Source: an optimization exercise on an open RTL-to-GDS flow (aim: small area, a short achievable clock period and few clock cycles). Production flows keep margins and buffers that such runs may drop. Only simulation tests tie the RTL to the original design; equivalence was not proved.

==> design.v <==
module prefix_net #(
    parameter N = 16
)(
    input  [N-1:0] g,
    input  [N-1:0] p,
    output [N-1:0] G,
    output [N-1:0] P
);
    reg [N-1:0] gg, pp, ng, np;
    integer i, l, j;
    always @(*) begin
        gg = g;
        pp = p;
        for (l = 0; (1 << l) < N; l = l + 1) begin
            ng = gg;
            np = pp;
            for (i = 0; i < N; i = i + 1)
                if ((i >> l) & 1) begin
                    j = ((i >> l) << l) - 1;
                    ng[i] = gg[i] | (pp[i] & gg[j]);
                    np[i] = pp[i] & pp[j];
                end
            gg = ng;
            pp = np;
        end
    end
    assign G = gg;
    assign P = pp;
endmodule
module complex_adder #(
    parameter SUB = 0
)(
    input  [15:0] a,
    input  [15:0] b,
    output [15:0] y
);
    wire [15:0] bb = SUB ? ~b : b;
    wire [15:0] g = a & bb;
    wire [15:0] p = a ^ bb;
    wire [15:0] G, P;
    prefix_net #(.N(16)) pn (.g(g), .p(p), .G(G), .P(P));
    wire [15:0] c = SUB ? ({G[14:0], 1'b0} | {P[14:0], 1'b1}) : {G[14:0], 1'b0};
    wire [15:0] s = p ^ c;
    wire ovf = (a[15] == bb[15]) & (s[15] != a[15]);
    assign y = ovf ? {a[15], {15{~a[15]}}} : s;
endmodule
module complex_subtractor #(
    parameter HI = 32766
)(
    input  [15:0] a,
    input  [15:0] b,
    output [15:0] y
);
    wire [15:0] bb = ~b;
    wire [15:0] g = a & bb;
    wire [15:0] p = a ^ bb;
    wire [15:0] G, P;
    prefix_net #(.N(16)) pn (.g(g), .p(p), .G(G), .P(P));
    wire [16:0] c0 = {G, 1'b0};           
    wire [16:0] c1 = {G | P, 1'b1};       
    wire u16 = p[15] ^ c0[16];            
    wire u15 = p[15] ^ c0[15];
    wire t16 = p[15] ^ c1[16];
    wire t15 = p[15] ^ c1[15];
    wire [15:0] c = u16 ? c1[15:0] : c0[15:0];
    wire [15:0] r = p ^ c;
    wire cpos = ~t16 & t15;               
    wire cneg = u16 & ~u15;               
    assign y = cpos ? HI[15:0] : cneg ? 16'h8001 : r;
endmodule
module complex_multiplier #(
    parameter K = 1
)(
    input  signed [16:0] xr,
    input  signed [16:0] xi,
    output signed [15:0] yr,
    output signed [15:0] yi
);
    wire signed [31:0] r = xr;
    wire signed [31:0] i = xi;
    reg signed [31:0] pr, pi;
    always @(*) begin
        case (K)
            1: begin
                pr = (r <<< 15) - (r <<< 11) - (r <<< 9) + (r <<< 6) + r
                   + (i <<< 14) - (i <<< 12) + (i <<< 8) - (i <<< 2);
                pi = (i <<< 15) - (i <<< 11) - (i <<< 9) + (i <<< 6) + i
                   - (r <<< 14) + (r <<< 12) - (r <<< 8) + (r <<< 2);
            end
            3: begin
                pr = (r <<< 14) - (r <<< 12) + (r <<< 8) - (r <<< 2)
                   + (i <<< 15) - (i <<< 11) - (i <<< 9) + (i <<< 6) + i;
                pi = (i <<< 14) - (i <<< 12) + (i <<< 8) - (i <<< 2)
                   - (r <<< 15) + (r <<< 11) + (r <<< 9) - (r <<< 6) - r;
            end
            5: begin
                pr = (i <<< 15) - (i <<< 11) - (i <<< 9) + (i <<< 6) + i
                   - (r <<< 14) + (r <<< 12) - (r <<< 8) + (r <<< 2);
                pi = - (r <<< 15) + (r <<< 11) + (r <<< 9) - (r <<< 6) - r
                     - (i <<< 14) + (i <<< 12) - (i <<< 8) + (i <<< 2);
            end
            7: begin
                pr = (i <<< 14) - (i <<< 12) + (i <<< 8) - (i <<< 2)
                   - (r <<< 15) + (r <<< 11) + (r <<< 9) - (r <<< 6) - r;
                pi = - (r <<< 14) + (r <<< 12) - (r <<< 8) + (r <<< 2)
                     - (i <<< 15) + (i <<< 11) + (i <<< 9) - (i <<< 6) - i;
            end
            2: begin  
                pr = (r <<< 15) - (r <<< 13) - (r <<< 10) - (r <<< 9) + (r <<< 7) + (r <<< 1);
                pi = (i <<< 15) - (i <<< 13) - (i <<< 10) - (i <<< 9) + (i <<< 7) + (i <<< 1);
            end
            default: begin  
                pr = (i <<< 15) - (i <<< 13) - (i <<< 10) - (i <<< 9) + (i <<< 7) + (i <<< 1);
                pi = - (r <<< 15) + (r <<< 13) + (r <<< 10) + (r <<< 9) - (r <<< 7) - (r <<< 1);
            end
        endcase
    end
    assign yr = pr[30:15];
    assign yi = pi[30:15];
endmodule
module register_bank #(
    parameter W = 512
)(
    input              clk,
    input  [W-1:0]     d,
    output reg [W-1:0] q
);
    always @(posedge clk)
        q <= d;
endmodule
module twiddle_rom_radix2 #(
    parameter P = 0,
    parameter FRONT = 2
)(
    input  [255:0] vin_real,
    input  [255:0] vin_imag,
    output [255:0] vout_real,
    output [255:0] vout_imag
);
    genvar g;
    generate
        for (g = 0; g < 8; g = g + 1) begin : bf
            localparam integer A = (P == 0) ? g :
                                   (P == 1) ? ((g < 4) ? g : g + 4) :
                                   (P == 2) ? ((g % 2) + 4 * (g / 2)) : 2 * g;
            localparam integer B = A + ((P == 0) ? 8 : (P == 1) ? 4 : (P == 2) ? 2 : 1);
            localparam integer K = (P == 0) ? g :
                                   (P == 1) ? 2 * (g % 4) :
                                   (P == 2) ? ((g % 2) ? 4 : 0) : 0;
            if (FRONT == 0) begin : back
                assign vout_real[16*g +: 16] = vin_real[16*g +: 16];
                assign vout_imag[16*g +: 16] = vin_imag[16*g +: 16];
                butterfly_back #(.K(K)) u (
                    .d_real(vin_real[16*(g+8) +: 16]), .d_imag(vin_imag[16*(g+8) +: 16]),
                    .y1_real(vout_real[16*(g+8) +: 16]), .y1_imag(vout_imag[16*(g+8) +: 16]));
            end else begin : front
                wire [15:0] dr, di;
                butterfly_radix2 #(.K(K)) u (
                    .x0_real(vin_real[16*A +: 16]), .x0_imag(vin_imag[16*A +: 16]),
                    .x1_real(vin_real[16*B +: 16]), .x1_imag(vin_imag[16*B +: 16]),
                    .y0_real(vout_real[16*g +: 16]), .y0_imag(vout_imag[16*g +: 16]),
                    .d_real(dr), .d_imag(di));
                if (FRONT == 1) begin : only
                    assign vout_real[16*(g+8) +: 16] = dr;
                    assign vout_imag[16*(g+8) +: 16] = di;
                end else begin : both
                    butterfly_back #(.K(K)) ub (
                        .d_real(dr), .d_imag(di),
                        .y1_real(vout_real[16*(g+8) +: 16]), .y1_imag(vout_imag[16*(g+8) +: 16]));
                end
            end
        end
    endgenerate
endmodule
module butterfly_radix2 #(
    parameter K = 0
)(
    input  [15:0] x0_real,
    input  [15:0] x0_imag,
    input  [15:0] x1_real,
    input  [15:0] x1_imag,
    output [15:0] y0_real,
    output [15:0] y0_imag,
    output [15:0] d_real,       
    output [15:0] d_imag
);
    complex_adder #(.SUB(0)) add_r (.a(x0_real), .b(x1_real), .y(y0_real));
    complex_adder #(.SUB(0)) add_i (.a(x0_imag), .b(x1_imag), .y(y0_imag));
    generate
        if (K == 0) begin : k0
            complex_subtractor #(.HI(32766)) sr (.a(x0_real), .b(x1_real), .y(d_real));
            complex_subtractor #(.HI(32766)) si (.a(x0_imag), .b(x1_imag), .y(d_imag));
        end else if (K == 4) begin : k4
            complex_subtractor #(.HI(32766)) sr (.a(x0_imag), .b(x1_imag), .y(d_real));
            complex_subtractor #(.HI(32767)) si (.a(x1_real), .b(x0_real), .y(d_imag));
        end else begin : kx
            complex_adder #(.SUB(1)) sr (.a(x0_real), .b(x1_real), .y(d_real));
            complex_adder #(.SUB(1)) si (.a(x0_imag), .b(x1_imag), .y(d_imag));
        end
    endgenerate
endmodule
module butterfly_back #(
    parameter K = 0
)(
    input  [15:0] d_real,
    input  [15:0] d_imag,
    output [15:0] y1_real,
    output [15:0] y1_imag
);
    generate
        if (K == 0 || K == 4) begin : pass_through
            assign y1_real = d_real;
            assign y1_imag = d_imag;
        end else if (K == 2 || K == 6) begin : k26
            wire signed [16:0] dr = {d_real[15], d_real};
            wire signed [16:0] di = {d_imag[15], d_imag};
            wire signed [16:0] s = dr + di;
            wire signed [16:0] t = di - dr;
            complex_multiplier #(.K(K)) m (.xr(s), .xi(t), .yr(y1_real), .yi(y1_imag));
        end else begin : kodd
            complex_multiplier #(.K(K)) m (.xr({d_real[15], d_real}), .xi({d_imag[15], d_imag}),
                                           .yr(y1_real), .yi(y1_imag));
        end
    endgenerate
endmodule
module control_radix2 (
    input      clk,
    input      rst_n,
    input      start,
    output reg done
);
    always @(posedge clk or negedge rst_n) begin
        if (!rst_n)
            done <= 1'b0;
        else
            done <= start;
    end
endmodule
module fft_radix2_top #(
    parameter WIDTH = 16
)(
    input wire clk,
    input wire rst_n,
    input wire start,
    input wire signed [WIDTH*16-1:0] data_in_real,
    input wire signed [WIDTH*16-1:0] data_in_imag,
    output wire signed [WIDTH*16-1:0] data_out_real,
    output wire signed [WIDTH*16-1:0] data_out_imag,
    output wire done,
    output wire valid
);
    control_radix2 ctrl (.clk(clk), .rst_n(rst_n), .start(start), .done(done));
    assign valid = done;
    wire [255:0] p0r, p0i, f1r, f1i, qr, qi, b1r, b1i, p2r, p2i;
    twiddle_rom_radix2 #(.P(0), .FRONT(2)) pass0 (.vin_real(data_in_real), .vin_imag(data_in_imag), .vout_real(p0r), .vout_imag(p0i));
    twiddle_rom_radix2 #(.P(1), .FRONT(1)) pass1f (.vin_real(p0r), .vin_imag(p0i), .vout_real(f1r), .vout_imag(f1i));
    register_bank #(.W(512)) mid (.clk(clk), .d({f1i, f1r}), .q({qi, qr}));
    twiddle_rom_radix2 #(.P(1), .FRONT(0)) pass1b (.vin_real(qr), .vin_imag(qi), .vout_real(b1r), .vout_imag(b1i));
    twiddle_rom_radix2 #(.P(2), .FRONT(2)) pass2 (.vin_real(b1r), .vin_imag(b1i), .vout_real(p2r), .vout_imag(p2i));
    twiddle_rom_radix2 #(.P(3), .FRONT(2)) pass3 (.vin_real(p2r), .vin_imag(p2i), .vout_real(data_out_real), .vout_imag(data_out_imag));
endmodule
==> run.sh <==
#!/bin/bash
# synth_recipe.tcl (not shown) runs the flow's synth.tcl, then flattens the netlist and writes it again
# the make line also repeats each setting of config.mk as NAME=value (left out here)
make -C /OpenROAD-flow-scripts/flow DESIGN_CONFIG=/design/flow/config.mk WORK_HOME=/design/flow/orfs CLKGATE_MAP_FILE= SYNTH_SCRIPT=/design/flow/synth_recipe.tcl finish
==> config.mk <==
export PLATFORM = sky130hd
export DESIGN_NAME = fft_radix2_top
export DESIGN_NICKNAME = fft_radix2_top
export VERILOG_FILES = /design/flow/design.v
export SDC_FILE = /design/flow/constraint.sdc
export NUM_CORES = 8
export LEC_CHECK = 0
export CAP_MARGIN = 20
export CORE_MARGIN = 2
export CORE_UTILIZATION = 40
export SLEW_MARGIN = 20
==> constraint.sdc <==
create_clock -name core_clock -period 20.0 [get_ports {clk}]
set_input_delay 4.0000 -clock core_clock [delete_from_list [all_inputs] [get_ports {clk}]]
set_output_delay 4.0000 -clock core_clock [all_outputs]
set_load 0.01 [all_outputs]
==> run notes <==
-- cells in the final DEF (no fill, tap or decap), drive strengths merged, types with 427 or more instances in the layout --
master and instances:
a21o 599, a21oi 1814, clkdlybuf4s50 1027, dfxtp 512
fa 1886, ha 3398, inv 4023, nand2 964
nor2 1587, o21ai 1696, o21bai 427, xnor2 1388
xor2 493
-- worst max-delay path, delay by kind of cell (launching register included) --
family	cells	cell delay, ns
XOR/XNOR	2	0.37
AND/OR/NAND/NOR	9	2.04
adder cells (fa/ha/maj)	9	3.85
AO/OA/AOI/OAI	26	6.61
buffers and inverters	6	0.97
flip-flops	1	0.33
-- registers in the layout (all words and copies together), names as in the netlist --
name and cells:
mid.q 512, ctrl.done 1
-- per-stage QoR --
step | instances | setup TNS, ns
after floorplan | 22900 | 0
after global placement | 29700 | 0
after detailed placement | 29700 | 0
after CTS | 29800 | 0
after global routing | 29800 | -0.0423
final | 29900 | 0
-- worst max-delay path by stage --
| stage | from | to | slack [ns] | cells after the start |
|---|---|---|---|---|
| after CTS | mid.q[464]$_DFF_P_ | data_out_imag[183] | 0.38 | 51 |
| after floorplan | data_in_imag[96] | mid.q[238]$_SDFF_PP1_ | 3.70 | 56 |
| after global placement | mid.q[464]$_DFF_P_ | data_out_imag[183] | 1.41 | 52 |
| after global routing | mid.q[496]$_DFF_P_ | data_out_real[183] | -0.04 | 53 |
| final | mid.q[400]$_DFF_P_ | data_out_imag[170] | 1.08 | 52 |
| after detailed placement | mid.q[464]$_DFF_P_ | data_out_imag[183] | 1.22 | 51 |
-- area by class of cell --
| type | instances | area share [%] |
|---|---|---|
| Antenna cell | 35 | 0.0429 |
| Clock buffer | 81 | 0.918 |
| Clock inverter | 48 | 0.301 |
| Inverter | 4008 | 7.37 |
| Multi-Input combinational cell | 17800 | 76.6 |
| Sequential cell | 513 | 5.03 |
| Tap cell | 6125 | 3.75 |
| Timing Repair Buffer | 1276 | 5.96 |
-- per-layer routing --
layer  track usage [%]  routed length [um]
met5                 0                 107
met4              11.8               32900
met3              4.65               52700
met2              45.7              303000
met1              40.6              313000
-- logic make-up after synthesis --
| logic type | count (synthesis) | share of synthesized area [%] |
|---|---|---|
| AOI/OAI and AO/OA | 6005 | 20.3 |
| xor gates and xnor gates | 1882 | 8.99 |
| adders and majority gates | 5296 | 43.8 |
| buffers and inverters | 4581 | 9.39 |
| DFF | 513 | 5.59 |
| muxes | 48 | 0.271 |
| and+or+nand+nor | 4536 | 11.7 |
-- timing repair --
item,in CTS,in global routing
resized for setup,0,37
endpoints found under the setup margin,0,102
hold buffers,0,0
buffers inserted,0,17
==> summary.md <==
| Metric | Value |
|---|---|
| Detailed-route wire length per cell | 23.5 um |
| Sequential-to-total area share from yosys stat | 5.59% |
| Crit start category | register |
| Detail Route Antenna Nets | 0 |
| Crit Path Class | reg2out |
| Die Y | 682 um |
| Die W | 682 um |
| Max Fanout on Critical Path | 12 |
| Worst setup EP type | output pin |
| Clock sinks | 513 |
| Post-route setup slack | 1.08 ns |
| Most used cell, CP | a21oi_1 |
| Max Cap Viol | 0 |
| Ys flop type | dfxtp_1 |
| Initial antenna violation count | 77 |
| Post-Place Worst Slack | 1.22 ns |
| Post-synth EDFFs | 0 |
| Final Setup Violations | 0 |
| Fin util | 44.7% |
| Clock buffer depth | 3 |
| Register area | 10,300 um^2 |
| Crit share post-route | 94.6% |
| Count of state elements after synthesis | 513 |
| Design Area, Final | 204,000 um^2 |
| Worst slew margin | 7.52% |
| PortBufs | 1,028 |
| Final GP Congestion | 1.04 |
| Synth async-reset ratio | 0.195% |
| Top cells by area, synth | ha_1 23%, fa_1 21%, inv_1 8.2% |
| IO Pins | 1,029 |
| DRC errors left | 0 |
| TritonRoute pass-1 iters | 6 |
| Die area | 465,000 um^2 |
| Cell row count | 248 |
| Period minus WS final | 18.92 ns |
| Synth Instances | 22,900 |
| Share of cells above drive strength 1 | 3.06% |
| Fmax achieved | 52.8 MHz |
| Starting Density | 40.2% |
| Clock transition at path regs | 0.07 ns |
| Syn. warnings | 9 |
| Commonest cells post-synth | 4,006 x inv_1, 3,398 x ha_1, 1,886 x fa_1 |
| Starting DRT DRC Count | 13,700 |
| Congestion Overflow GR | 0 |
| Arrival time at the worst endpoint | 14.92 ns |
| Mean Syn Cell Area | 8.04 um^2 |
| Multi-input logic area | 157,000 um^2 |
| Number of H-tree levels | 3 |
| Area leader, netlist | ha_1 |
| TritonCTS clock tree | done |
| First-pass GRT wire length | 1,020,000 um |
| Worst EP required | 16.00 ns |
| Global Route Usage Sum | 29.4% |
| Via density | 5.40 |
| Largest net degree at the start of global routing | 32 |
| Actual slew at the worst max-slew pin | 1.37 ns |
| Slew Limit Fails | 0 |
| Fillers | 45,900 |
| Status | finished clean |
| Synth Cell Area | 184,000 um^2 |
| Synth Net Count | 28,700 |
| Post-synth top area share | 23.1% |
| Fin Hold WS | 3.43 ns |
| Worst path max stage delay | 0.73 ns |
| Worst hold path class | in2async |
| HPWL Detailed | 627,000 um |
| Placed inst area | 201,000 um^2 |
| Nets | 29,400 |
| Yosys cell types | 111 |
| Vias in the first global route | 156,000 |
| Critical-path top delay cell | fa_1 |
| P&R area growth vs syn | 11.2% |
| Final Hold Vio Count | 0 |
| Core outline area | 457,000 um^2 |
| Clock root buffer | clkbuf_16 |
| Cell with the most instances after synthesis | inv_1 |
| CTS Buf Count | 71 |
| Final WL | 701,000 um |
| Routed vias | 161,000 |
Testbench counts, summed over its fixed seeds: cycles 384.

## static timing again, ports no longer ideal
No port has a modelled driver above. Below, the same layout with a new extraction and two added sets of constraints. Step 1 sets driving cells, clkbuf_16 on the clock port and buf_2 on the other inputs (assumed; they add their load-dependent delay and slew). Step 2 times the ports against the registers' clock, not the clock port: input delays grow and output delays shrink by t, the midpoint of the rising clock arrivals with the driver on. Three values: ideal, step 1, step 2; two values: the first two.
t (ns): 0.843
setup WS [ns]: 1.076 / 0.957 / 1.189
worst setup path at the end: input to register
worst data-port slew with drivers (ns): 0.34
After both steps setup and hold are still met in this run. The setup slack of this run moves by -0.119 ns with the drivers and by +0.113 ns with both steps.
